From an optimization exercise on the open Yosys and OpenROAD flow, aimed at small area, a short achievable clock period and few clock cycles per item; shortcuts taken in it are not production practice. At most, simulation tests tie the RTL to the original design; equivalence was not proved. No functional check of the RTL was part of runs 3 to 6. Power and IR drop assume default switching activity.

**flow/flow/run.sh**
```bash
#!/bin/bash
# The standard layout, with the port buffers made from the smallest buffer
# cell and a clock tree of smaller buffers without dummy loads.
set -euo pipefail
bash standard.sh \
  'BUFFER_PORTS_ARGS=-buffer_cell sky130_fd_sc_hd__buf_1' \
  'CTS_ARGS=-sink_clustering_enable -repair_clock_nets -dont_use_dummy_load -buf_list sky130_fd_sc_hd__clkbuf_8' \
  finish > standard_flow.log 2>&1
```
**flow/standard.sh**
```bash
#!/bin/bash
# synth_recipe.tcl (not shown) runs the flow's synth.tcl, then flattens the netlist and writes it again
# the make line also repeats each setting of config.mk as NAME=value (left out here)
make -C /OpenROAD-flow-scripts/flow DESIGN_CONFIG=/design/flow/config.mk WORK_HOME=/design/flow/orfs CLKGATE_MAP_FILE= SYNTH_SCRIPT=/design/flow/synth_recipe.tcl "${@:-finish}"
```
**flow/config.mk**
```make
export PLATFORM = sky130hd
export DESIGN_NAME = bubble_sort_unit
export DESIGN_NICKNAME = bubble_sort_unit
export VERILOG_FILES = /design/flow/design.v
export SDC_FILE = /design/flow/constraint.sdc
export NUM_CORES = 4
export LEC_CHECK = 0
export CAP_MARGIN = 20
export CORE_MARGIN = 2
export CORE_UTILIZATION = 40
export SETUP_SLACK_MARGIN = 1.8
export SLEW_MARGIN = 20
```
**flow/constraint.sdc**
```tcl
create_clock -name core_clock -period 5.0 [get_ports {CLK}]
set_input_delay 1.0000 -clock core_clock [delete_from_list [all_inputs] [get_ports {CLK}]]
set_output_delay 1.0000 -clock core_clock [all_outputs]
set_load 0.01 [all_outputs]
```
**flow/design.v**
```verilog
module bubble_sort_unit(
    input wire       CLK,
    input wire       RST,
    input wire       start_i,
    input wire  [8-1:0] in_data0_i,
    input wire  [8-1:0] in_data1_i,
    input wire  [8-1:0] in_data2_i,
    input wire  [8-1:0] in_data3_i,
    input wire  [8-1:0] in_data4_i,
    input wire  [8-1:0] in_data5_i,
    input wire  [8-1:0] in_data6_i,
    input wire  [8-1:0] in_data7_i,
    input wire  [8-1:0] in_data8_i,
    output wire [8-1:0] out_data0_o,
    output wire [8-1:0] out_data1_o,
    output wire [8-1:0] out_data2_o,
    output wire [8-1:0] out_data3_o,
    output wire [8-1:0] out_data4_o,
    output wire [8-1:0] out_data5_o,
    output wire [8-1:0] out_data6_o,
    output wire [8-1:0] out_data7_o,
    output wire [8-1:0] out_data8_o,
    output wire valid_o
);
    localparam W = 8;
    reg         busy_r;
    reg [W-1:0] d_r [0:8];
    reg [3:0]   swap_a_r, keep_a_r;
    reg         load_r;
    wire [W-1:0] in_w [0:8];
    assign in_w[0] = in_data0_i;
    assign in_w[1] = in_data1_i;
    assign in_w[2] = in_data2_i;
    assign in_w[3] = in_data3_i;
    assign in_w[4] = in_data4_i;
    assign in_w[5] = in_data5_i;
    assign in_w[6] = in_data6_i;
    assign in_w[7] = in_data7_i;
    assign in_w[8] = in_data8_i;
    function automatic gt8(input [7:0] a, input [7:0] b);
        reg [7:0] g1, l1;
        reg [3:0] g2, l2;
        reg [1:0] g3, l3;
        integer n;
        begin
            g1 = a & ~b;
            l1 = ~a & b;
            for (n = 0; n < 4; n = n + 1) begin
                g2[n] = g1[2*n+1] | (~l1[2*n+1] & g1[2*n]);
                l2[n] = l1[2*n+1] | (~g1[2*n+1] & l1[2*n]);
            end
            for (n = 0; n < 2; n = n + 1) begin
                g3[n] = g2[2*n+1] | (~l2[2*n+1] & g2[2*n]);
                l3[n] = l2[2*n+1] | (~g2[2*n+1] & l2[2*n]);
            end
            gt8 = g3[1] | (~l3[1] & g3[0]);
        end
    endfunction
    wire [W-1:0] m_w [0:8];
    wire [W-1:0] b_w [0:8];
    wire [3:0]   swap_a_nx_w;
    genvar i;
    generate
        for (i = 0; i < 9; i = i + 1) begin : layer_a
            wire ld = (i < 4) ? load_r : ~busy_r;
            if (i == 8) begin : lone
                assign m_w[i] = ld ? in_w[8] : d_r[8];
            end else begin : pair
                assign m_w[i] = ({W{ld}}              & in_w[i])
                              | ({W{swap_a_r[i / 2]}} & d_r[i ^ 1])
                              | ({W{keep_a_r[i / 2]}} & d_r[i]);
            end
        end
        assign b_w[0] = m_w[0];
        for (i = 1; i < 9; i = i + 2) begin : layer_b
            wire s = gt8(m_w[i], m_w[i+1]);
            assign b_w[i]   = s ? m_w[i+1] : m_w[i];
            assign b_w[i+1] = s ? m_w[i]   : m_w[i+1];
        end
        for (i = 0; i < 9; i = i + 1) begin : regs
            always @(posedge CLK) d_r[i] <= b_w[i];
        end
        assign swap_a_nx_w[0] = gt8(m_w[0], m_w[1]) | gt8(m_w[0], m_w[2]);
        for (i = 1; i < 4; i = i + 1) begin : next_a
            assign swap_a_nx_w[i] =
                  gt8(m_w[2*i-1], m_w[2*i+1]) | gt8(m_w[2*i-1], m_w[2*i+2])
                | gt8(m_w[2*i],   m_w[2*i+1]) | gt8(m_w[2*i],   m_w[2*i+2]);
        end
    endgenerate
    always @(posedge CLK) begin
        swap_a_r <= {4{start_i}} &  swap_a_nx_w;
        keep_a_r <= {4{start_i}} & ~swap_a_nx_w;
    end
    always @(posedge CLK or negedge RST) begin
        if (!RST) begin
            busy_r <= 1'b0;
            load_r <= 1'b1;
        end else begin
            busy_r <= start_i;
            load_r <= ~start_i;
        end
    end
    assign valid_o = busy_r & ~|swap_a_r;
    assign out_data0_o = d_r[0];
    assign out_data1_o = d_r[1];
    assign out_data2_o = d_r[2];
    assign out_data3_o = d_r[3];
    assign out_data4_o = d_r[4];
    assign out_data5_o = d_r[5];
    assign out_data6_o = d_r[6];
    assign out_data7_o = d_r[7];
    assign out_data8_o = d_r[8];
endmodule
```
==> impl_metrics.csv, run 1 <==
group,metric,value,unit
status,status,"timing/DRC/antenna clean",
clock_network,ctsHoldBuffers,0,
clock_network,cts_sinks,82,
placement,dp_slack,1.203,ns
worst_setup_path,worstPathRequired,5.28,ns
synth,ys_top_cells_by_count,"nand2_1 (91), dfxtp_1 (80), mux2i_1 (57), clkbuf_1 (51), nor2_1 (44)",
worst_setup_path,end_kind,"register",
die,fp.dieArea,0.01591,mm2
hold_path,hold_class,"in -> async",
route,via_per_inst,6.092,
die,rows,44,
synth,yosys.area.top_type,"dfxtp_1",
sta,relSlewSlack,34.68,%
sta,tns,0,ns
worst_setup_path,crit_chain,"a222oi_1 > buf_4 > or3_1 > maj3_1 > maj3_1 > maj3_1 > o2bb2ai_1 > nor4_1 > and2_1",
global_routing,antenna_found_initial,0,
sta,worst_pin_slew,0.9798,ns
route,first_pass_iters,8,
worst_setup_path,cpMostUsedCell,"maj3_1",
worst_setup_path,rr_worst_depth,9,
synth,synth_area_leaders,"dfxtp_1 (27%), mux2i_1 (9.6%), maj3_1 (6.9%)",
die,coreArea,0.01453,mm2
clock_network,cts_tree,"built",
synth,synth_nets,825,
power_and_ir_drop,power,4.510,mW
synth,seq_area_frac_synth,27.71,%
placement,place.gp.congestion,0.9321,
route,num_vias,6451,
finish,layout.nets,952,
finish,drive_gt1_share,8.571,%
global_routing,grt_max_degree,23,
die,io_pins,148,
clock_network,clk_pin_slew_worst_paths,0.08,ns
synth,avgSynthCellArea,7.954,um2
die,die_w,126.1,um
finish,syn_to_final_growth,16.59,%
worst_setup_path,rr_startpoint,"load_r$_DFF_PN1_",
global_routing,gr-total-overflow,0,
synth,synthFlopType,"dfxtp_1",
synth,synth_cells,750,
route,ant_nets,0,
route,drt-total-wl,20.31,mm
clock_network,numCtsBuffers,9,
clock_network,clock_latency,0.38,ns
synth,synth_async_sr_flop_share,2.439,%
sta,timing.final.ws_setup,1.839,ns
synth,yosys.area.top_type_share,26.85,%
power_and_ir_drop,p_per_area,648.4,mW/mm2
route,post_drt_wl_per_cell,19.18,um
worst_setup_path,cp-start-kind,"register",
placement,dp_hpwl,14.49,mm
die,die_h,126.1,um
sta,clock_skew,0.01998,ns
global_routing,track_usage,24.67,%
global_routing,grt_pass1_wl,31.96,mm
worst_setup_path,rrSetupSlack,1.84,ns
synth,yosys_register_bits,82,
synth,ys_types,59,
synth,synth_most_common_cell,"nand2_1",
worst_setup_path,crit_type,"reg -> reg",
worst_setup_path,slowest_stage,"dfstp_4",
synth,netlist_area,0.005966,mm2
clock_network,clk_path_buf_depth,2,
power_and_ir_drop,vdd_drop_max,0.2849,mV
global_routing,grt_pass1_vias,6049,
sta,fin_crit_sh,63.21,%
worst_setup_path,arrival,3.44,ns
die,start_util,41.05,%
clock_network,h-tree-depth,3,
sta,min_period,3.161,ns
placement,io_buffers,147,
sta,fmax,316.4,MHz
sta,finalSetupViolCount,0,
synth,synth-edff-count,0,
synth,yosys_warnings,2,
worst_setup_path,crit_fanout,21,
route,drtIter0Drc,602,
sta,rsz0062_at_grt,"yes",
job,maxCapViolCount,0,
sta,final_hold_viol_count,0,
worst_setup_path,cpPeakStageDelay,0.77,ns
finish,fill_cells,1505,
route,drc,0,
power_and_ir_drop,leakage,2.695,nW
clock_network,cts_root_buf,"clkbuf_8",
finish,n_antenna_cell,0,
sta,slew_violations,0,
worst_setup_path,reg2reg_to,"keep_a_r[2]$_DFF_P_",
==> metal layers <==
metal / vias to the layer above / GRT usage, % / share of wire (%)
met1: 3026 / 33.74 / 45
met3: 27 / 4.248 / 6.9
met4: 0 / 6.917 / 1.9
met5: - / 0 / 0
li1: 3125 / - / -
met2: 273 / 40.13 / 46
==> repair_timing <==
item / in CTS / in global routing
gates resized for setup: 10 / 13
setup buffers: 2 / 7
gates cloned: 0 / 1
endpoints found under the hold margin: 0 / 0
endpoints found under the setup margin: 57 / 55
pin swaps: 1 / 3
==> stage by stage <==
| stage | hold WS [ns] | cells | utilization [%] | cell area (um2) |
|---|---|---|---|---|
| after floorplan | 0.5221 | 750 | - | 5976 |
| after CTS | 0.3983 | 1051 | 47.07 | 6842 |
| after detailed placement | 0.5172 | 1040 | 45.86 | 6665 |
| final | 0.4051 | 1059 | 47.86 | 6955 |
| after global placement | 0.5100 | 1040 | 45.86 | 6665 |
| after global routing | 0.3911 | 1059 | 47.86 | 6955 |
==> power breakdown <==
| group | leakage (nW) | internal, mW | switching [mW] | total (mW) |
|---|---|---|---|---|
| logic | 1.93 | 1.15 | 1.64 | 2.79 |
| registers | 0.695 | 0.968 | 0.363 | 1.33 |
| clock network | 0.0647 | 0.161 | 0.228 | 0.389 |
==> flip-flops by register name, summed over array words and instances (netlist names) <==
register,flops
load_r,1
keep_a_r,4
swap_a_r,4
busy_r,1
d_r,72
==> worst max-delay path by stage <==
stage	from	depth (start not counted)	to
after global placement	in_data2_i[0]	9	d_r[1][6]$_DFF_P_
after detailed placement	in_data2_i[0]	9	d_r[1][0]$_DFF_P_
after floorplan	in_data3_i[0]	9	d_r[4][0]$_DFF_P_
final	load_r$_DFF_PN1_	9	keep_a_r[2]$_DFF_P_
after global routing	in_data3_i[0]	11	d_r[4][5]$_DFF_P_
after CTS	swap_a_r[2]$_DFF_P_	8	d_r[5][2]$_DFF_P_
==> cell type report <==
| cell class | count | area [um2] | share of cell area (%) |
|---|---|---|---|
| Multi-Input combinational cell | 589 | 4071 | 58.54 |
| Sequential cell | 82 | 1670 | 24.02 |
| Timing Repair Buffer | 179 | 799.5 | 11.49 |
| Tap cell | 184 | 230.2 | 3.310 |
| Clock buffer | 9 | 123.9 | 1.781 |
| Inverter | 16 | 60.06 | 0.8635 |
==> kinds of logic (layout without fill, tap and decap cells) <==
kind of cell	count (synthesis)	count (layout)	synth area share, %
compound gates	243	244	29.91
fa+ha+maj	44	44	7.445
buf+inv	80	204	5.453
flops	82	82	27.71
mux	62	62	10.51
simple gates	239	239	18.98
==> worst max-delay path, delay by kind of cell (launching register included) <==
| kind | cells | cell delay (ns) |
|---|---|---|
| fa+ha+maj | 3 | 1.15 |
| flops | 1 | 0.77 |
| simple gates | 3 | 0.57 |
| compound gates | 2 | 0.37 |
| buf+inv | 1 | 0.18 |
==> placed cells by master (no fill, tap or decap), types with 9 or more instances in the layout <==
cell type / count
a211oi_1: 13
a21oi_1: 35
a221oi_1: 9
a222oi_1: 29
a22oi_1: 38
and2_1: 13
and3_1: 10
buf_1: 147
buf_4: 30
clkbuf_8: 9
dfxtp_1: 72
inv_1: 15
maj3_1: 41
mux2i_1: 56
nand2_1: 90
nand2b_1: 20
nand3_1: 11
nor2_1: 44
nor2b_1: 18
nor3_1: 12
o211ai_1: 10
o21ai_0: 28
o22ai_1: 24
Testbench counts, summed over its fixed seeds: cycles 15,173, items 2,400.
==> inputs of run 2 (changes only) <==
--- a/flow/config.mk
+++ b/flow/config.mk
@@ -9,4 +9,4 @@
 export CORE_MARGIN = 2
 export CORE_UTILIZATION = 40
-export SETUP_SLACK_MARGIN = 1.8
+export SETUP_SLACK_MARGIN = 2.0
 export SLEW_MARGIN = 20
==> run 2 against run 1 <==
  * Utilization grew 1.4 points
  * Worst setup slack gained 0.12 ns
  * Flip-flop and latch count is the same
  * Hold slack lost 0.020 ns
  * Total power grew 3.5%
  * Combinational power grew 5%
  * Critical path type is now in -> reg
  * Critical endpoint unchanged
  * Largest cell class unchanged
  * Largest power group unchanged
==> impl_metrics.csv, run 2 <==
group,metric,value,unit
status,status,"timing/DRC/antenna clean",
route,num_vias,6577,
synth,yosys_warnings,2,
placement,io_buffers,147,
global_routing,grt_max_degree,29,
die,rows,44,
die,io_pins,148,
clock_network,clk_path_buf_depth,2,
sta,timing.final.ws_setup,1.958,ns
finish,largest_reg_flops,72,
worst_setup_path,crit_fanout,2,
clock_network,cts_tree,"built",
placement,place.gp.congestion,0.9006,
sta,relSlewSlack,36.77,%
global_routing,antenna_found_initial,0,
sta,fin_crit_sh,60.85,%
synth,seq_area_frac_synth,27.71,%
synth,netlist_area,0.005966,mm2
worst_setup_path,reg2reg_to,"keep_a_r[2]$_DFF_P_",
synth,synth-edff-count,0,
job,maxCapViolCount,0,
clock_network,clk_pin_slew_worst_paths,0.08,ns
global_routing,grt_pass1_wl,32.34,mm
route,ant_nets,0,
route,via_per_inst,6.147,
synth,synth_async_sr_flop_share,2.439,%
synth,avgSynthCellArea,7.954,um2
synth,synth_nets,825,
clock_network,h-tree-depth,3,
worst_setup_path,arrival,3.32,ns
die,fp.dieArea,0.01591,mm2
sta,clock_skew,0.01809,ns
clock_network,numCtsBuffers,9,
worst_setup_path,crit_type,"in -> reg",
synth,synth_area_leaders,"dfxtp_1 (27%), mux2i_1 (9.6%), maj3_1 (6.9%)",
synth,yosys.area.top_type_share,26.85,%
finish,regMostFlops,"d_r",
clock_network,cts_root_buf,"clkbuf_8",
synth,ys_types,59,
synth,yosys.area.top_type,"dfxtp_1",
sta,finalSetupViolCount,0,
sta,worst_pin_slew,0.9485,ns
route,drt-total-wl,20.81,mm
worst_setup_path,worstPathRequired,5.27,ns
worst_setup_path,rr_startpoint,"load_r$_DFF_PN1_",
sta,tns,0,ns
placement,dp_hpwl,14.53,mm
route,first_pass_iters,5,
power_and_ir_drop,power,4.666,mW
sta,final_hold_viol_count,0,
route,drc,0,
sta,min_period,3.042,ns
global_routing,gr-total-overflow,0,
synth,synth_most_common_cell,"nand2_1",
clock_network,cts_sinks,82,
worst_setup_path,end_kind,"register",
sta,fmax,328.7,MHz
worst_setup_path,cp-start-kind,"input pin",
synth,ys_top_cells_by_count,"nand2_1 (91), dfxtp_1 (80), mux2i_1 (57), clkbuf_1 (51), nor2_1 (44)",
die,start_util,41.05,%
worst_setup_path,rr_worst_depth,10,
power_and_ir_drop,vdd_drop_max,0.2996,mV
global_routing,grt_pass1_vias,6104,
route,post_drt_wl_per_cell,19.45,um
synth,synth_cells,750,
finish,drive_gt1_share,11.40,%
placement,dp_slack,1.253,ns
global_routing,track_usage,25.18,%
finish,utilization,49.23,%
finish,n_antenna_cell,0,
finish,mostFrequentLayoutCell,"buf_1",
worst_setup_path,rrSetupSlack,2.01,ns
synth,synthFlopType,"dfxtp_1",
route,drtIter0Drc,622,
hold_path,hold_class,"in -> async",
die,coreArea,0.01453,mm2
finish,final_cell_mix,"buf_1 (147), nand2_1 (90), dfxtp_1 (73)",
die,die_h,126.1,um
finish,layout.nets,963,
finish,syn_to_final_growth,19.95,%
power_and_ir_drop,p_per_area,652.1,mW/mm2
synth,yosys_register_bits,82,
clock_network,clock_latency,0.38,ns
sta,slew_violations,0,
sta,rsz0062_at_grt,"yes",
finish,largestRegisters,"d_r: 72 flops, keep_a_r: 4 flops, swap_a_r: 4 flops",
power_and_ir_drop,leakage,2.783,nW
die,die_w,126.1,um
## run 2: cell count changes in the layout (fill, tap and decap cells not counted), sizes merged
cell   before  now
nand2      91   92
buf       179  189
## run 2: final cells by class
| class | count | area (um2) |
|---|---|---|
| multi-input combinational | 590 | 4172 |
| fill | 1481 | 7378 |
| inverter | 16 | 60.06 |
| clock buffer | 9 | 123.9 |
| tap | 184 | 230.2 |
| timing repair buffer | 189 | 900.9 |
| sequential | 82 | 1669 |
## run 2: logic make-up (layout without fill, tap and decap cells)
| kind of cell | count (synthesis) | count (layout) | share of synthesized area (%) |
|---|---|---|---|
| buf+inv | 80 | 214 | 5.453 |
| compound gates | 243 | 244 | 29.91 |
| simple gates | 239 | 240 | 18.98 |
| fa+ha+maj | 44 | 44 | 7.445 |
| flops | 82 | 82 | 27.71 |
| mux | 62 | 62 | 10.51 |
## run 2: metrics by stage
step	instance area (um2)	hold WS, ns	cells
4_1_cts	7043	0.3724	1066
3_5_place_dp	6674	0.5166	1037
5_1_grt	7156	0.3794	1070
2_1_floorplan	6027	0.5221	750
3_3_place_gp	6669	0.5084	1036
6_report	7156	0.3849	1070
## run 2: how the worst max path moves through the flow
stage / start / end / cells past startpoint
4_1_cts: in_data3_i[0] / keep_a_r[2]$_DFF_P_ / 11
3_3_place_gp: in_data3_i[0] / d_r[3][0]$_DFF_P_ / 9
6_report: in_data3_i[0] / keep_a_r[2]$_DFF_P_ / 11
5_1_grt: in_data3_i[0] / keep_a_r[2]$_DFF_P_ / 11
2_1_floorplan: in_data3_i[0] / d_r[4][0]$_DFF_P_ / 9
3_5_place_dp: in_data3_i[0] / d_r[3][0]$_DFF_P_ / 9
## run 2: repair_timing
item | in CTS | in global routing
hold buffers | 0 | 0
endpoints found under the setup margin | 62 | 55
setup buffers | 19 | 3
cloned | 1 | 1
pin swaps | 7 | 8
endpoints found under the hold margin | 0 | 0
gates resized for setup | 16 | 19
## run 2: per-layer routing
metal	global-route usage (%)	up-vias	share of wire [%]
met4	9.179	0	3.1
li1	-	3139	-
met3	5.055	45	7.0
met1	33.92	3080	44
met5	0	-	0
met2	40.04	313	46
## run 2: worst max-delay path, stage by stage
cell and delay, ns:
buf_1 0.08, a222oi_1 0.12, buf_4 0.17, buf_4 0.13, or3_1 0.30, maj3_1 0.37, maj3_1 0.37, maj3_2 0.35
o2bb2ai_4 0.17, nor4_1 0.08, and2_1 0.17
## run 2: power by group
part           internal (mW)  total [mW]  switching [mW]
combinational           1.24        2.94            1.70
sequential             0.967        1.33           0.363
clock                  0.161       0.395           0.234
total                   2.37        4.67            2.30
==> inputs of run 3 (changes only) <==
--- a/flow/design.v
+++ b/flow/design.v
@@ -38,23 +38,4 @@
     assign in_w[7] = in_data7_i;
     assign in_w[8] = in_data8_i;
-    function automatic gt8(input [7:0] a, input [7:0] b);
-        reg [7:0] g1, l1;
-        reg [3:0] g2, l2;
-        reg [1:0] g3, l3;
-        integer n;
-        begin
-            g1 = a & ~b;
-            l1 = ~a & b;
-            for (n = 0; n < 4; n = n + 1) begin
-                g2[n] = g1[2*n+1] | (~l1[2*n+1] & g1[2*n]);
-                l2[n] = l1[2*n+1] | (~g1[2*n+1] & l1[2*n]);
-            end
-            for (n = 0; n < 2; n = n + 1) begin
-                g3[n] = g2[2*n+1] | (~l2[2*n+1] & g2[2*n]);
-                l3[n] = l2[2*n+1] | (~g2[2*n+1] & l2[2*n]);
-            end
-            gt8 = g3[1] | (~l3[1] & g3[0]);
-        end
-    endfunction
     wire [W-1:0] m_w [0:8];
     wire [W-1:0] b_w [0:8];
@@ -63,9 +44,8 @@
     generate
         for (i = 0; i < 9; i = i + 1) begin : layer_a
-            wire ld = (i < 4) ? load_r : ~busy_r;
             if (i == 8) begin : lone
-                assign m_w[i] = ld ? in_w[8] : d_r[8];
+                assign m_w[i] = load_r ? in_w[8] : d_r[8];
             end else begin : pair
-                assign m_w[i] = ({W{ld}}              & in_w[i])
+                assign m_w[i] = ({W{load_r}}          & in_w[i])
                               | ({W{swap_a_r[i / 2]}} & d_r[i ^ 1])
                               | ({W{keep_a_r[i / 2]}} & d_r[i]);
@@ -74,5 +54,6 @@
         assign b_w[0] = m_w[0];
         for (i = 1; i < 9; i = i + 2) begin : layer_b
-            wire s = gt8(m_w[i], m_w[i+1]);
+            wire s;
+            gt8 cmp_b (.a_i(m_w[i]), .b_i(m_w[i+1]), .gt_o(s));
             assign b_w[i]   = s ? m_w[i+1] : m_w[i];
             assign b_w[i+1] = s ? m_w[i]   : m_w[i+1];
@@ -81,9 +62,25 @@
             always @(posedge CLK) d_r[i] <= b_w[i];
         end
-        assign swap_a_nx_w[0] = gt8(m_w[0], m_w[1]) | gt8(m_w[0], m_w[2]);
+        wire [7:0] c1_w;
+        wire [6:0] c2_w;
+        wire [5:0] c3_w;
+        for (i = 0; i < 8; i = i + 2) begin : cmp1
+            gt8 cmp (.a_i(m_w[i]), .b_i(m_w[i+1]), .gt_o(c1_w[i]));
+        end
+        for (i = 1; i < 8; i = i + 2) begin : cmp1b
+            assign c1_w[i] = 1'b0;
+        end
+        for (i = 0; i < 7; i = i + 1) begin : cmp2
+            gt8 cmp (.a_i(m_w[i]), .b_i(m_w[i+2]), .gt_o(c2_w[i]));
+        end
+        for (i = 1; i < 6; i = i + 2) begin : cmp3
+            gt8 cmp (.a_i(m_w[i]), .b_i(m_w[i+3]), .gt_o(c3_w[i]));
+        end
+        for (i = 0; i < 6; i = i + 2) begin : cmp3b
+            assign c3_w[i] = 1'b0;
+        end
+        assign swap_a_nx_w[0] = c1_w[0] | c2_w[0];
         for (i = 1; i < 4; i = i + 1) begin : next_a
-            assign swap_a_nx_w[i] =
-                  gt8(m_w[2*i-1], m_w[2*i+1]) | gt8(m_w[2*i-1], m_w[2*i+2])
-                | gt8(m_w[2*i],   m_w[2*i+1]) | gt8(m_w[2*i],   m_w[2*i+2]);
+            assign swap_a_nx_w[i] = c2_w[2*i-1] | c3_w[2*i-1] | c1_w[2*i] | c2_w[2*i];
         end
     endgenerate
@@ -112,2 +109,24 @@
     assign out_data8_o = d_r[8];
 endmodule
+module gt8(
+    input  wire [7:0] a_i,
+    input  wire [7:0] b_i,
+    output wire       gt_o
+);
+    wire [7:0] g1 = a_i & ~b_i;
+    wire [7:0] l1 = ~a_i & b_i;
+    wire [3:0] g2, l2;
+    wire [1:0] g3, l3;
+    genvar n;
+    generate
+        for (n = 0; n < 4; n = n + 1) begin : lvl2
+            assign g2[n] = g1[2*n+1] | (~l1[2*n+1] & g1[2*n]);
+            assign l2[n] = l1[2*n+1] | (~g1[2*n+1] & l1[2*n]);
+        end
+        for (n = 0; n < 2; n = n + 1) begin : lvl3
+            assign g3[n] = g2[2*n+1] | (~l2[2*n+1] & g2[2*n]);
+            assign l3[n] = l2[2*n+1] | (~g2[2*n+1] & l2[2*n]);
+        end
+    endgenerate
+    assign gt_o = g3[1] | (~l3[1] & g3[0]);
+endmodule
--- a/flow/config.mk
+++ b/flow/config.mk
@@ -9,4 +9,5 @@
 export CORE_MARGIN = 2
 export CORE_UTILIZATION = 40
-export SETUP_SLACK_MARGIN = 2.0
+export SETUP_SLACK_MARGIN = 2.1
 export SLEW_MARGIN = 20
+export SYNTH_HIERARCHICAL = 1
==> run 3 against run 2 <==
  * Routed wire length rose by 5.7%
  * Non-clock buffer count rose by 36
  * Maximum frequency rose by 9.3%
  * Global-route usage fell by 1.3 points
  * Largest power group unchanged
==> impl_metrics.csv, run 3 <==
group,metric,value,unit
finish,layout.nets,1085,
sta,worst_pin_slew,0.7048,ns
finish,final_cell_mix,"inv_1 (173), buf_1 (147), a222oi_1 (82)",
sta,rsz0062_at_grt,"yes",
route,drc,0,
global_routing,track_usage,23.91,%
job,maxCapViolCount,0,
clock_network,cts_root_buf,"clkbuf_8",
clock_network,cts_sinks,82,
worst_setup_path,rr_worst_depth,10,
route,num_vias,7052,
worst_setup_path,rr_startpoint,"load_r$_DFF_PN1_",
route,post_drt_wl_per_cell,17.91,um
finish,multiInputGateArea,0.004024,mm2
synth,ys_top_cells_by_count,"inv_1 (199), a222oi_1 (82), dfxtp_1 (80), mux2i_1 (72), nor2_1 (41)",
worst_setup_path,crit_chain,"buf_6 > a222oi_1 > buf_4 > clkinvlp_4 > nand2b_1 > o22ai_1 > a211o_1 > o211ai_2 > nor4_2 > and2_1",
clock_network,numCtsBuffers,9,
die,die_h,132.6,um
worst_setup_path,crit_fanout,21,
worst_setup_path,timing.critical_path.buf_inv,3,
placement,dp_slack,1.436,ns
route,first_pass_iters,9,
finish,drive_gt1_share,18.85,%
clock_network,clk_pin_slew_worst_paths,0.08,ns
die,coreArea,0.01635,mm2
finish,regMostFlops,"d_r",
clock_network,clk_path_buf_depth,2,
worst_setup_path,slowest_stage,"dfstp_4",
die,io_pins,148,
synth,yosys.area.top_type,"dfxtp_1",
sta,fin_hold_ws,0.4086,ns
finish,stdcell_count,1228,
power_and_ir_drop,seqPwrFrac,25.2,%
finish,n_antenna_cell,0,
clock_network,h-tree-depth,3,
route,via_per_inst,5.743,
global_routing,grt_pass1_vias,6363,
sta,timing.final.ws_setup,2.216,ns
finish,largest_reg_flops,72,
placement,dpl_cell_area,0.007282,mm2
finish,fill_cells,1682,
worst_setup_path,crit_family,"compound AO/OA/AOI/OAI gates",
global_routing,grt_max_degree,22,
finish,ff_latch_area,0.001658,mm2
sta,relSlewSlack,52.95,%
sta,final_hold_viol_count,0,
route,ant_nets,0,
status,status,"timing/DRC/antenna clean",
worst_setup_path,rrSetupSlack,2.22,ns
hold_path,hold_class,"in -> async",
placement,dp_hpwl,15.73,mm
worst_setup_path,worstPathRequired,5.29,ns
global_routing,gr-total-overflow,0,
synth,synth-edff-count,0,
placement,place.gp.congestion,0.8491,
synth,synth_async_sr_flop_share,2.439,%
clock_network,ctsHoldBuffers,0,
finish,syn_to_final_growth,21.12,%
synth,synth_area_leaders,"dfxtp_1 (24%), a222oi_1 (12%), inv_1 (11%)",
die,fp.dieArea,0.01757,mm2
global_routing,grt_pass1_wl,33.84,mm
sta,min_period,2.784,ns
worst_setup_path,reg2reg_to,"keep_a_r[2]$_DFF_P_",
finish,stdcell_area,0.008008,mm2
synth,synth_nets,876,
synth,yosys_register_bits,82,
synth,avgSynthCellArea,8.254,um2
die,die_w,132.6,um
clock_network,clock_latency,0.37,ns
synth,yosys_warnings,9,
worst_setup_path,arrival,3.08,ns
power_and_ir_drop,power,5.319,mW
finish,largestRegisters,"d_r: 72 flops, keep_a_r: 4 flops, swap_a_r: 4 flops",
sta,fmax,359.2,MHz
synth,synthFlopType,"dfxtp_1",
sta,slew_violations,0,
sta,fin_crit_sh,55.68,%
worst_setup_path,cpPeakStageDelay,0.56,ns
power_and_ir_drop,power.internal,2.731,mW
synth,netlist_area,0.006611,mm2
die,rows,47,
synth,seq_area_frac_synth,25.00,%
power_and_ir_drop,p_comb_share,67.7,%
power_and_ir_drop,leakage,3.895,nW
sta,tns,0,ns
placement,io_buffers,147,
synth,synth_cells,801,
clock_network,cts_tree,"built",
synth,yosys.area.top_type_share,24.22,%
power_and_ir_drop,p_per_area,664.3,mW/mm2
worst_setup_path,crit_type,"reg -> reg",
power_and_ir_drop,clkPwrFrac,7.2,%
power_and_ir_drop,swShare,48.66,%
global_routing,antenna_found_initial,0,
sta,clock_skew,0.02808,ns
die,start_util,40.44,%
placement,dp_cells,1147,
synth,synth_most_common_cell,"inv_1",
worst_setup_path,end_kind,"register",
finish,mostFrequentLayoutCell,"inv_1",
route,drtIter0Drc,822,
synth,ys_types,26,
power_and_ir_drop,vdd_drop_max,0.5123,mV
finish,utilization,48.98,%
worst_setup_path,cp-start-kind,"register",
route,drt-total-wl,21.99,mm
power_and_ir_drop,power_switching,2.588,mW
sta,finalSetupViolCount,0,
-- run 3: what timing repair did --
| action | in CTS | in global routing |
|---|---|---|
| endpoints found under the setup margin | 71 | 55 |
| hold endpoints to repair | 0 | 0 |
| buffers inserted | 38 | 33 |
| resized for setup | 21 | 13 |
| gates cloned | 0 | 1 |
| pin swaps | 20 | 23 |
-- run 3: layout make-up --
| cell class | instances | share of cell area (%) |
|---|---|---|
| Multi-Input combinational cell | 492 | 50.25 |
| Sequential cell | 82 | 20.70 |
| Timing Repair Buffer | 225 | 14.53 |
| Inverter | 199 | 9.469 |
| Tap cell | 220 | 3.438 |
| Clock buffer | 9 | 1.547 |
| Timing Repair inverter | 1 | 0.06250 |
-- run 3: how the worst max path moves through the flow --
| stage | startpoint | end | slack [ns] | cells past startpoint |
|---|---|---|---|---|
| 3_3_place_gp | load_r$_DFF_PN1_ | d_r[4][5]$_DFF_P_ | 1.46 | 9 |
| 6_report | load_r$_DFF_PN1_ | keep_a_r[2]$_DFF_P_ | 2.22 | 10 |
| 2_1_floorplan | in_data6_i[6] | d_r[5][6]$_DFF_P_ | 2.02 | 9 |
| 4_1_cts | load_r$_DFF_PN1_ | d_r[3][6]$_DFF_P_ | 2.10 | 9 |
| 5_1_grt | load_r$_DFF_PN1_ | keep_a_r[2]$_DFF_P_ | 2.05 | 9 |
| 3_5_place_dp | in_data6_i[7] | d_r[5][1]$_DFF_P_ | 1.44 | 8 |
-- run 3: layer usage --
layer  global-route usage (%)  wire length (um)  up-vias
li1                         -                 -     3367
met1                    32.96              9954     3340
met2                    37.91             10070      312
met3                    3.295              1483       33
met4                    9.140               489        0
met5                        0                 0        -
-- run 3: modules after synthesis (local to each module, per instance) --
module | cells inside | cell area (um2) | flops+latches | times used
gt8 | 26 | 168.9 | 0 | 18
bubble_sort_unit | 333 | 3571 | 82 | 1
-- run 3: logic make-up after synthesis --
group / count (synthesis) / share of synthesized area (%)
AOI/OAI and AO/OA: 244 / 31.49
muxes: 72 / 10.90
and+or+nand+nor: 158 / 15.08
adders and majority gates: 18 / 3.066
buffers and inverters: 227 / 14.46
DFF: 82 / 25.00
-- run 3: power groups by stage --
stage	Sequential, mW	Combinational, mW	Clock (mW)
after floorplan	1.34	2.48	0
after global placement	1.35	3.21	0
after detailed placement	1.34	3.24	0
after CTS	1.33	3.43	0.392
after global routing	1.37	3.93	0.418
final	1.34	3.60	0.382
==> inputs of run 4 (changes only) <==
--- a/flow/config.mk
+++ b/flow/config.mk
@@ -9,5 +9,5 @@
 export CORE_MARGIN = 2
 export CORE_UTILIZATION = 40
-export SETUP_SLACK_MARGIN = 2.1
+export SETUP_SLACK_MARGIN = 2.4
 export SLEW_MARGIN = 20
 export SYNTH_HIERARCHICAL = 1
==> run 4 against run 3 <==
  * Via count grew 2.8%
  * First-iteration DRC count increased by 30%
  * Final cell count rose by 3.2%
  * Largest cell class unchanged
==> impl_metrics.csv, run 4 <==
group,metric,value,unit
finish,regMostFlops,"d_r",
clock_network,clk_pin_slew_worst_paths,0.09,ns
global_routing,grt_max_degree,36,
worst_setup_path,crit_chain,"buf_1 > a222oi_1 > buf_4 > inv_8 > nor2b_4 > maj3_2 > a211o_1 > o211ai_4 > buf_12 > buf_16 > mux2i_2",
clock_network,cts_sinks,82,
placement,place.gp.congestion,0.8485,
placement,io_buffers,147,
sta,worst_pin_slew,0.6439,ns
sta,final_hold_viol_count,0,
sta,fin_crit_sh,57.04,%
finish,largestRegisters,"d_r: 72 flops, keep_a_r: 4 flops, swap_a_r: 4 flops",
worst_setup_path,cp-startpoint,"in_data6_i[6]",
die,start_util,40.44,%
synth,ys_types,26,
synth,seq_area_frac_synth,25.00,%
worst_setup_path,slowest_stage,"a222oi_1",
power_and_ir_drop,power.internal,3.071,mW
worst_setup_path,worstPathRequired,5.29,ns
synth,yosys_warnings,9,
status,status,"timing/DRC/antenna clean",
power_and_ir_drop,p_comb_share,70.7,%
power_and_ir_drop,leakage,4.080,nW
power_and_ir_drop,seqPwrFrac,23.0,%
power_and_ir_drop,vdd_drop_max,0.2547,mV
finish,utilization,52.76,%
power_and_ir_drop,power_switching,2.793,mW
synth,synth_most_common_cell,"inv_1",
die,rows,47,
synth,synth_cells,801,
global_routing,grt_pass1_wl,35.14,mm
worst_setup_path,arrival,3.14,ns
finish,stdcell_area,0.008626,mm2
die,fp.dieArea,0.01757,mm2
synth,synthFlopType,"dfxtp_1",
route,first_pass_iters,12,
synth,yosys.area.top_type,"dfxtp_1",
route,via_per_inst,5.721,
worst_setup_path,rr_startpoint,"load_r$_DFF_PN1_",
worst_setup_path,crit_fanout,8,
route,drc,0,
synth,avgSynthCellArea,8.254,um2
die,die_h,132.6,um
finish,drive_gt1_share,24.64,%
finish,syn_to_final_growth,30.47,%
global_routing,track_usage,24.86,%
global_routing,gr-total-overflow,0,
sta,clock_skew,0.04258,ns
synth,synth_nets,876,
synth,synth_async_sr_flop_share,2.439,%
synth,yosys_register_bits,82,
synth,yosys.area.top_type_share,24.22,%
finish,final_cell_mix,"inv_1 (154), buf_1 (147), buf_4 (103)",
clock_network,clock_latency,0.38,ns
clock_network,h-tree-depth,3,
synth,synth_area_leaders,"dfxtp_1 (24%), a222oi_1 (12%), inv_1 (11%)",
clock_network,cts_root_buf,"clkbuf_8",
die,io_pins,148,
synth,netlist_area,0.006611,mm2
sta,tns,0,ns
worst_setup_path,cpPeakStageDelay,0.37,ns
global_routing,antenna_found_initial,0,
placement,dp_hpwl,15.96,mm
clock_network,cts_tree,"built",
route,post_drt_wl_per_cell,18.09,um
worst_setup_path,end_kind,"register",
power_and_ir_drop,p_per_area,679.7,mW/mm2
synth,synth-edff-count,0,
sta,fmax,350.6,MHz
finish,largest_reg_flops,72,
sta,min_period,2.852,ns
synth,ys_top_cells_by_count,"inv_1 (199), a222oi_1 (82), dfxtp_1 (80), mux2i_1 (72), nor2_1 (41)",
finish,n_antenna_cell,0,
finish,mostFrequentLayoutCell,"inv_1",
sta,relSlewSlack,57.02,%
route,num_vias,7249,
clock_network,numCtsBuffers,9,
finish,layout.nets,1124,
route,drtIter0Drc,1072,
route,ant_nets,0,
route,drt-total-wl,22.92,mm
worst_setup_path,cp-start-kind,"input pin",
job,maxCapViolCount,0,
sta,rsz0062_at_grt,"yes",
sta,finalSetupViolCount,0,
clock_network,clk_path_buf_depth,2,
worst_setup_path,crit_type,"in -> reg",
sta,slew_violations,0,
finish,stdcell_count,1267,
die,die_w,132.6,um
power_and_ir_drop,swShare,47.63,%
die,coreArea,0.01635,mm2
power_and_ir_drop,clkPwrFrac,6.3,%
hold_path,hold_class,"in -> async",
placement,dp_cells,1145,
placement,dpl_cell_area,0.007322,mm2
global_routing,grt_pass1_vias,6599,
power_and_ir_drop,power,5.863,mW
-- run 4: critical path: cells and delay by family --
kind            cells  cell delay, ns
compound gates      3            0.86
mux                 1            0.22
fa+ha+maj           1            0.29
simple gates        1            0.12
buf+inv             5            0.62
-- run 4: per-stage QoR --
step	worst slack (ns)	hold WS (ns)
5_1_grt	2.130	0.4445
4_1_cts	2.224	0.4303
2_1_floorplan	2.026	0.5760
3_3_place_gp	1.327	0.5790
3_5_place_dp	1.257	0.5758
6_report	2.148	0.4430
-- run 4: path summary, 6_finish.rpt --
| path | slack (ns) | depth (start not counted) | endpoint |
|---|---|---|---|
| worst max register to register | 2.17 | 11 | d_r[5][2]$_DFF_P_ |
| worst min register to register | 0.60 | 2 | d_r[8][5]$_DFF_P_ |
| worst min-delay path | 0.44 | 1 | busy_r$_DFF_PN0_ |
| min in group core_clock | 0.60 | 2 | d_r[8][5]$_DFF_P_ |
| worst max-delay path | 2.15 | 11 | d_r[5][2]$_DFF_P_ |
| max in group asynchronous | 4.34 | 1 | load_r$_DFF_PN1_ |
-- run 4: per-module statistics from Yosys (local to each module, per instance) --
module,flops+latches,area [um2],times used,cells inside
bubble_sort_unit,82,3571,1,333
gt8,0,168.9,18,26
-- run 4: power by group through the flow --
stage | Sequential, mW | Clock, mW | Combinational, mW
3_3_place_gp | 1.35 | 0 | 3.26
5_1_grt | 1.37 | 0.404 | 4.46
6_report | 1.35 | 0.371 | 4.15
3_5_place_dp | 1.33 | 0 | 3.29
2_1_floorplan | 1.34 | 0 | 2.53
4_1_cts | 1.32 | 0.376 | 3.99
-- run 4: cells by family after synthesis --
| kind of cell | count (synthesis) | synth area share [%] |
|---|---|---|
| AOI/OAI and AO/OA | 244 | 31.49 |
| buffers and inverters | 227 | 14.46 |
| and+or+nand+nor | 158 | 15.08 |
| DFF | 82 | 25.00 |
| muxes | 72 | 10.90 |
| adders and majority gates | 18 | 3.066 |
-- run 4: cell type report --
cell class                      count  area [um2]
Sequential cell                    82        1662
Timing Repair Buffer              265        1614
Inverter                          199       820.8
Multi-Input combinational cell    492        4130
Tap cell                          220       275.3
Clock buffer                        9       123.9
Fill cell                        1554        7722
-- run 4: what timing repair did --
action,4_1_cts,5_1_grt
buffers inserted,93,18
hold endpoints to repair,0,0
gates cloned,2,0
hold buffers,0,0
pin swaps,59,20
endpoints found under the setup margin,72,72
resized for setup,54,19
-- run 4: layer usage --
| layer | wire length (um) | share of wire [%] | up-vias | global-route usage [%] |
|---|---|---|---|---|
| met3 | 1713 | 7.5 | 37 | 3.563 |
| met5 | 0 | 0 | - | 0 |
| met2 | 10840 | 47 | 345 | 42.40 |
| li1 | - | - | 3450 | - |
| met4 | 406 | 1.8 | 0 | 6.571 |
| met1 | 9958 | 43 | 3417 | 32.90 |
==> inputs of run 5 (changes only) <==
--- a/flow/design.v
+++ b/flow/design.v
@@ -44,8 +44,9 @@
     generate
         for (i = 0; i < 9; i = i + 1) begin : layer_a
+            wire ld = (i < 4) ? load_r : ~busy_r;
             if (i == 8) begin : lone
-                assign m_w[i] = load_r ? in_w[8] : d_r[8];
+                assign m_w[i] = ld ? in_w[8] : d_r[8];
             end else begin : pair
-                assign m_w[i] = ({W{load_r}}          & in_w[i])
+                assign m_w[i] = ({W{ld}}              & in_w[i])
                               | ({W{swap_a_r[i / 2]}} & d_r[i ^ 1])
                               | ({W{keep_a_r[i / 2]}} & d_r[i]);
--- a/flow/config.mk
+++ b/flow/config.mk
@@ -9,5 +9,5 @@
 export CORE_MARGIN = 2
 export CORE_UTILIZATION = 40
-export SETUP_SLACK_MARGIN = 2.4
+export SETUP_SLACK_MARGIN = 2.1
 export SLEW_MARGIN = 20
 export SYNTH_HIERARCHICAL = 1
==> run 5 against run 4 <==
  * Die area is 0.54% higher
  * Clock skew is 0.0093 ns lower
  * Utilization is 4.3 points lower
  * Hold slack worse by 0.019 ns
  * Routed wire length is 1.3% lower
  * Final cell count is 3.2% lower
  * First-iteration DRC count is 35% lower
  * Synthesized area is 0.55% higher
  * Register-to-register slack better by 0.08 ns
  * Critical endpoint is now d_r[5][0]$_DFF_P_
==> impl_metrics.csv, run 5 <==
group,metric,value,unit
status,status,"timing/DRC/antenna clean",
sta,min_period,2.821,ns
finish,largest_reg_flops,72,
route,via_per_inst,5.713,
clock_network,h-tree-depth,3,
synth,netlist_area,0.006648,mm2
finish,drive_gt1_share,19.17,%
sta,final_hold_viol_count,0,
placement,dp_cells,1188,
synth,synth_area_leaders,"dfxtp_1 (24%), inv_1 (9.0%), mux2_2 (7.1%)",
finish,fill_cells,1636,
synth,synthFlopType,"dfxtp_1",
power_and_ir_drop,vdd_drop_max,0.3352,mV
worst_setup_path,reg2reg_to,"d_r[5][0]$_DFF_P_",
synth,seq_area_frac_synth,24.86,%
finish,layout.nets,1084,
worst_setup_path,crit_fanout,16,
sta,rsz0062_at_grt,"yes",
clock_network,numCtsBuffers,9,
power_and_ir_drop,leakage,3.620,nW
clock_network,ctsHoldBuffers,0,
sta,worst_pin_slew,0.6565,ns
worst_setup_path,end_kind,"register",
finish,multiInputGateArea,0.004379,mm2
route,ant_nets,0,
worst_setup_path,arrival,3.08,ns
finish,ff_latch_area,0.001667,mm2
worst_setup_path,rrSetupSlack,2.25,ns
synth,yosys_register_bits,82,
sta,fin_crit_sh,56.41,%
die,die_w,132.9,um
clock_network,cts_tree,"built",
worst_setup_path,worstPathRequired,5.25,ns
clock_network,cts_root_buf,"clkbuf_8",
die,coreArea,0.01641,mm2
worst_setup_path,crit_chain,"buf_1 > a221o_4 > nor2b_4 > maj3_2 > a211o_1 > o211ai_2 > buf_6 > mux2_2",
die,io_pins,148,
clock_network,clk_pin_slew_worst_paths,0.08,ns
synth,yosys_warnings,9,
global_routing,antenna_found_initial,0,
finish,final_cell_mix,"inv_1 (151), buf_1 (147), nand2_1 (77)",
synth,synth_nets,918,
route,drc,0,
synth,ys_top_cells_by_count,"inv_1 (159), nand2_1 (82), dfxtp_1 (80), nor2_1 (58)",
clock_network,cts_sinks,82,
synth,synth_most_common_cell,"inv_1",
worst_setup_path,slowest_stage,"a221o_4",
job,maxCapViolCount,0,
worst_setup_path,cp-start-kind,"input pin",
global_routing,grt_pass1_vias,6526,
synth,synth-edff-count,0,
placement,io_buffers,147,
route,drt-total-wl,22.62,mm
finish,regMostFlops,"d_r",
finish,mostFrequentLayoutCell,"inv_1",
worst_setup_path,crit_type,"in -> reg",
placement,dp_hpwl,16.58,mm
die,fp.dieArea,0.01767,mm2
clock_network,clock_latency,0.38,ns
synth,synth_async_sr_flop_share,2.439,%
global_routing,track_usage,24.75,%
power_and_ir_drop,p_per_area,697.6,mW/mm2
route,post_drt_wl_per_cell,18.43,um
sta,relSlewSlack,56.17,%
worst_setup_path,cp-startpoint,"in_data6_i[6]",
placement,place.gp.congestion,0.8304,
worst_setup_path,endpoint,"d_r[5][0]$_DFF_P_",
die,start_util,40.52,%
sta,slew_violations,0,
finish,largestRegisters,"d_r: 72 flops, keep_a_r: 4 flops, swap_a_r: 4 flops",
synth,yosys.area.top_type_share,24.09,%
global_routing,grt_max_degree,33,
die,rows,47,
sta,clock_skew,0.03323,ns
synth,avgSynthCellArea,7.886,um2
finish,n_antenna_cell,0,
die,die_h,132.9,um
worst_setup_path,rr_startpoint,"busy_r$_DFF_PN0_",
global_routing,gr-total-overflow,0,
hold_path,hold_class,"in -> async",
route,num_vias,7010,
global_routing,grt_pass1_wl,35.18,mm
sta,fmax,354.5,MHz
worst_setup_path,cpPeakStageDelay,0.48,ns
worst_setup_path,rr_worst_depth,8,
synth,synth_cells,843,
route,first_pass_iters,10,
route,drtIter0Drc,701,
finish,stdcell_count,1227,
synth,yosys.area.top_type,"dfxtp_1",
clock_network,clk_path_buf_depth,2,
sta,finalSetupViolCount,0,
finish,syn_to_final_growth,19.54,%
synth,ys_types,35,
sta,tns,0,ns
## run 5: changes by cell type after synthesis, moves of 12 or more
cell | before | now
mux2i_1 | 72 | 14
inv_1 | 199 | 159
nor2_1 | 41 | 58
nand2_1 | 36 | 82
a31oi_1 | 18 | 30
clkbuf_1 | 0 | 14
a22oi_1 | 0 | 30
a222oi_1 | 82 | 42
mux2_2 | 0 | 42
## run 5: Yosys stat by module (local to each module, per instance)
module            copies in the design  cell area, um2
bubble_sort_unit                     1            3607
gt8                                 18           168.9
## run 5: logic make-up (layout without fill, tap and decap cells)
group                    after synthesis  in the layout  share of synthesized area (%)
multiplexers                          56             56                          9.223
AND/OR/NAND/NOR                      230            230                          19.42
buffers and inverters                190            354                          11.29
flip-flops                            82             82                          24.86
AO/OA/AOI/OAI                        267            267                          32.15
adder cells (fa/ha/maj)               18             18                          3.049
## run 5: worst min path at each step
stage / startpoint / to / slack, ns / cells after the start
after CTS: RST / busy_r$_DFF_PN0_ / 0.42 / 1
final: RST / busy_r$_DFF_PN0_ / 0.42 / 1
after detailed placement: d_r[7][3]$_DFF_P_ / d_r[7][3]$_DFF_P_ / 0.54 / 2
after global routing: RST / busy_r$_DFF_PN0_ / 0.43 / 1
after floorplan: d_r[7][5]$_DFF_P_ / d_r[8][5]$_DFF_P_ / 0.55 / 2
after global placement: d_r[7][3]$_DFF_P_ / d_r[7][3]$_DFF_P_ / 0.55 / 2
## run 5: cell type report
| cell class | instances | share of cell area [%] |
|---|---|---|
| Tap cell | 220 | 3.464 |
| Inverter | 160 | 7.637 |
| Sequential cell | 82 | 20.97 |
| Timing Repair Buffer | 185 | 11.26 |
| Multi-Input combinational cell | 571 | 55.11 |
| Clock buffer | 9 | 1.559 |
## run 5: power by group
| group | internal, mW | switching, mW |
|---|---|---|
| combinational | 1.70 | 2.09 |
| sequential | 0.996 | 0.368 |
| clock | 0.161 | 0.228 |
| total | 2.85 | 2.69 |
## run 5: metal layers
layer / part of all wire [%] / wire length (um) / global-route usage [%] / vias to the layer above
li1: - / - / - / 3395
met5: 0 / 0 / 0 / -
met1: 44 / 9972 / 31.74 / 3333
met4: 2.1 / 471 / 7.407 / 0
met2: 48 / 10900 / 42.57 / 251
met3: 5.6 / 1275 / 4.176 / 31
## run 5: worst max-delay path, delay by kind of cell
kind | cells | cell delay, ns
adder cells (fa/ha/maj) | 1 | 0.30
multiplexers | 1 | 0.36
AO/OA/AOI/OAI | 3 | 0.91
buffers and inverters | 2 | 0.34
AND/OR/NAND/NOR | 1 | 0.16
## run 5: metrics by stage
| stage | util [%] | area (um2) | power [mW] | hold slack, ns | setup WS, ns |
|---|---|---|---|---|---|
| floorplan | - | 6760 | 3.951 | 0.5489 | 1.990 |
| global placement | 45.44 | 7455 | 4.807 | 0.5479 | 1.419 |
| detailed placement | 45.44 | 7455 | 4.833 | 0.5412 | 1.276 |
| CTS | 47.46 | 7787 | 5.370 | 0.4163 | 2.037 |
| global route | 48.43 | 7946 | 5.947 | 0.4321 | 2.075 |
| finish | 48.43 | 7946 | 5.543 | 0.4237 | 2.179 |
## run 5: repair_timing
item                                    in CTS  in global routing
pin swaps                                   11                  7
resized for setup                           22                 13
setup buffers                               16                 14
endpoints found under the setup margin      70                 57
cloned                                       0                  0
==> inputs of run 6 (changes only) <==
==> flow/design.v (replaced) <==
module bubble_sort_unit(
    input wire       CLK,
    input wire       RST,
    input wire       start_i,
    input wire  [8-1:0] in_data0_i,
    input wire  [8-1:0] in_data1_i,
    input wire  [8-1:0] in_data2_i,
    input wire  [8-1:0] in_data3_i,
    input wire  [8-1:0] in_data4_i,
    input wire  [8-1:0] in_data5_i,
    input wire  [8-1:0] in_data6_i,
    input wire  [8-1:0] in_data7_i,
    input wire  [8-1:0] in_data8_i,
    output wire [8-1:0] out_data0_o,
    output wire [8-1:0] out_data1_o,
    output wire [8-1:0] out_data2_o,
    output wire [8-1:0] out_data3_o,
    output wire [8-1:0] out_data4_o,
    output wire [8-1:0] out_data5_o,
    output wire [8-1:0] out_data6_o,
    output wire [8-1:0] out_data7_o,
    output wire [8-1:0] out_data8_o,
    output wire valid_o
);
    localparam W = 8;
    reg held_r;
    reg [W-1:0] d_r [0:8];
    wire [W-1:0] in_w [0:8];
    assign in_w[0] = in_data0_i;
    assign in_w[1] = in_data1_i;
    assign in_w[2] = in_data2_i;
    assign in_w[3] = in_data3_i;
    assign in_w[4] = in_data4_i;
    assign in_w[5] = in_data5_i;
    assign in_w[6] = in_data6_i;
    assign in_w[7] = in_data7_i;
    assign in_w[8] = in_data8_i;
    wire [W-1:0] x_w [0:8];
    wire [8:0]   before_w [0:8];
    wire [3:0]   rank_w [0:8];
    wire [W-1:0] out_w [0:8];
    genvar i, j, k;
    generate
        for (i = 0; i < 9; i = i + 1) begin : val
            assign x_w[i] = held_r ? d_r[i] : in_w[i];
            always @(posedge CLK) d_r[i] <= x_w[i];
        end
        for (i = 0; i < 9; i = i + 1) begin : cmp_i
            for (j = 0; j < 9; j = j + 1) begin : cmp_j
                if (j < i) begin : lo
                    assign before_w[i][j] = ~before_w[j][i];
                end else if (j == i) begin : eq
                    assign before_w[i][j] = 1'b0;
                end else begin : hi
                    assign before_w[i][j] = x_w[j] < x_w[i];
                end
            end
            assign rank_w[i] = before_w[i][0] + before_w[i][1] + before_w[i][2]
                             + before_w[i][3] + before_w[i][4] + before_w[i][5]
                             + before_w[i][6] + before_w[i][7] + before_w[i][8];
        end
        for (k = 0; k < 9; k = k + 1) begin : pick
            wire [W-1:0] term [0:8];
            for (i = 0; i < 9; i = i + 1) begin : src
                assign term[i] = (rank_w[i] == k) ? x_w[i] : {W{1'b0}};
            end
            assign out_w[k] = term[0] | term[1] | term[2] | term[3] | term[4]
                            | term[5] | term[6] | term[7] | term[8];
        end
    endgenerate
    always @(posedge CLK or negedge RST) begin
        if (!RST) held_r <= 1'b0;
        else      held_r <= start_i;
    end
    assign valid_o = start_i & RST;
    assign out_data0_o = out_w[0];
    assign out_data1_o = out_w[1];
    assign out_data2_o = out_w[2];
    assign out_data3_o = out_w[3];
    assign out_data4_o = out_w[4];
    assign out_data5_o = out_w[5];
    assign out_data6_o = out_w[6];
    assign out_data7_o = out_w[7];
    assign out_data8_o = out_w[8];
endmodule
==> flow/run.sh (new file) <==
#!/bin/bash
# synth_recipe.tcl (not shown) runs the flow's synth.tcl, then flattens the netlist and writes it again
# the make line also repeats each setting of config.mk as NAME=value (left out here)
make -C /OpenROAD-flow-scripts/flow DESIGN_CONFIG=/design/flow/config.mk WORK_HOME=/design/flow/orfs CLKGATE_MAP_FILE= SYNTH_SCRIPT=/design/flow/synth_recipe.tcl finish
--- a/flow/config.mk
+++ b/flow/config.mk
@@ -9,5 +9,3 @@
 export CORE_MARGIN = 2
 export CORE_UTILIZATION = 40
-export SETUP_SLACK_MARGIN = 2.1
 export SLEW_MARGIN = 20
-export SYNTH_HIERARCHICAL = 1
removed: flow/flow/run.sh
removed: flow/standard.sh
==> run 6 against run 5 <==
  * Synthesized cell count increased by 100%
  * Synthesized area increased by 120%
  * The run now fails in 5_1_grt
==> impl_metrics.csv, run 6 <==
group,metric,value,unit
synth,synth_nets,2114,
die,die_w,194.6,um
placement,io_buffers,147,
global_routing,gr-total-overflow,14,
die,rows,69,
clock_network,cts_sinks,73,
synth,synth_async_sr_flop_share,1.370,%
synth,synth_most_common_cell,"ha_1",
clock_network,numCtsBuffers,9,
die,io_pins,148,
placement,place.gp.congestion,1.190,
global_routing,grt_max_degree,16,
synth,yosys_warnings,2,
synth,avgSynthCellArea,8.427,um2
synth,synth_area_leaders,"ha_1 (24%), dfxtp_1 (9.9%), a221oi_1 (5.7%)",
clock_network,h-tree-depth,3,
die,start_util,40.74,%
status,error_line,"[ERROR GRT-0232] Routing congestion too high. Check the congestion heatmap in the GUI.",
synth,yosys_register_bits,73,
global_routing,track_usage,73.29,%
sta,worstEndpointType,"top-level output",
placement,dp_hpwl,82.63,mm
placement,dpl_cell_area,0.02218,mm2
clock_network,cts_root_buf,"clkbuf_16",
synth,ys_top_cells_by_count,"ha_1 (279), nor2_1 (164), nor3_1 (157), a221oi_1 (95), a21o_1 (88)",
synth,synth_cells,1724,
synth,netlist_area,0.01453,mm2
status,status,"aborted with a tool error",
synth,ys_types,74,
synth,synth-edff-count,0,
sta,grt-worst-endpoint,"out_data4_o[5]",
clock_network,clk_path_buf_depth,2,
synth,yosys.area.top_type,"ha_1",
clock_network,ctsHoldBuffers,0,
die,die_h,194.6,um
status,lastStage,"5_1_grt",
synth,synthFlopType,"dfxtp_1",
synth,yosys.area.top_type_share,24.03,%
synth,seq_area_frac_synth,10.09,%
## run 6: logic make-up after synthesis
| family | share of synthesized area (%) |
|---|---|
| AOI/OAI and AO/OA | 28.40 |
| adders and majority gates | 28.99 |
| buffers and inverters | 4.909 |
| DFF | 10.09 |
| muxes | 7.768 |
| and+or+nand+nor | 19.83 |
## run 6: worst max path at each step
stage	cells after the start	slack [ns]	start	endpoint
4_1_cts	25	-2.47	held_r$_DFF_PN0_	out_data4_o[6]
3_5_place_dp	22	-3.47	in_data1_i[5]	out_data1_o[3]
3_3_place_gp	19	-3.37	in_data7_i[6]	out_data1_o[3]
2_1_floorplan	18	-1.67	in_data4_i[1]	out_data4_o[5]
## run 6: per-stage QoR
| stage | utilization (%) | setup slack, ns | hold slack, ns | cells | TNS (ns) |
|---|---|---|---|---|---|
| after floorplan | - | -1.674 | 0.5584 | 1724 | -110.59 |
| after detailed placement | 62.20 | -3.473 | 0.5392 | 2876 | -232.57 |
| after global placement | 62.20 | -3.367 | 0.5391 | 2876 | -231.07 |
| after CTS | 74.51 | -2.470 | 0.5633 | 3039 | -166.40 |
## run 6: power by group through the flow
| stage | clock [mW] | combinational (mW) | sequential (mW) |
|---|---|---|---|
| global placement | 0 | 27.6 | 0.692 |
| CTS | 0.766 | 33.7 | 0.686 |
| detailed placement | 0 | 27.8 | 0.696 |
| floorplan | 0 | 12.8 | 0.687 |
## run 6: repair_timing
action,4_1_cts
gates cloned,6
endpoints found under the setup margin,72
resized for setup,892
setup buffers,162
pin swaps,236
## run 6: routing by layer
metal,track usage [%],GRT overflow
met2,88.34,6
met1,73.81,1
met5,34.48,0
met3,60.39,0
met4,69.43,7

## separate check: timing with driven ports
The results above use ideal ports. As a check the final layouts listed here were re-extracted and re-timed, cells and wires unchanged.
Step 1, drivers: a clkbuf_16 drives CLK and a buf_2 each remaining input, both assumed.
Step 2 also shifts input and output timing later by t, the mid clock arrival at the registers, as if the neighbouring blocks saw the same clock.
a / b / c = ideal / step 1 / step 2; a / b = the first two.
run	shift t [ns]	setup WS [ns]	hold slack, ns	worst register clock-pin slew, ns	worst slew at a driven data input, ns
run 1	0.405	1.839 / 1.839 / 1.496	0.405 / 0.391 / 0.529	0.09 / 0.09	0.04
run 2	0.410	1.958 / 1.964 / 1.554	0.385 / 0.372 / 0.525	0.09 / 0.09	0.04
run 3	0.395	2.216 / 2.216 / 1.870	0.409 / 0.417 / 0.594	0.09 / 0.09	0.05
run 4	0.393	2.148 / 2.166 / 1.773	0.443 / 0.461 / 0.598	0.10 / 0.10	0.06
run 5	0.400	2.179 / 2.195 / 1.794	0.424 / 0.407 / 0.554	0.10 / 0.10	0.06
After both steps every run listed still meets setup and hold. The setup slack of run 2, which loses most, moves by +0.006 ns with the drivers and by -0.404 ns with both steps.
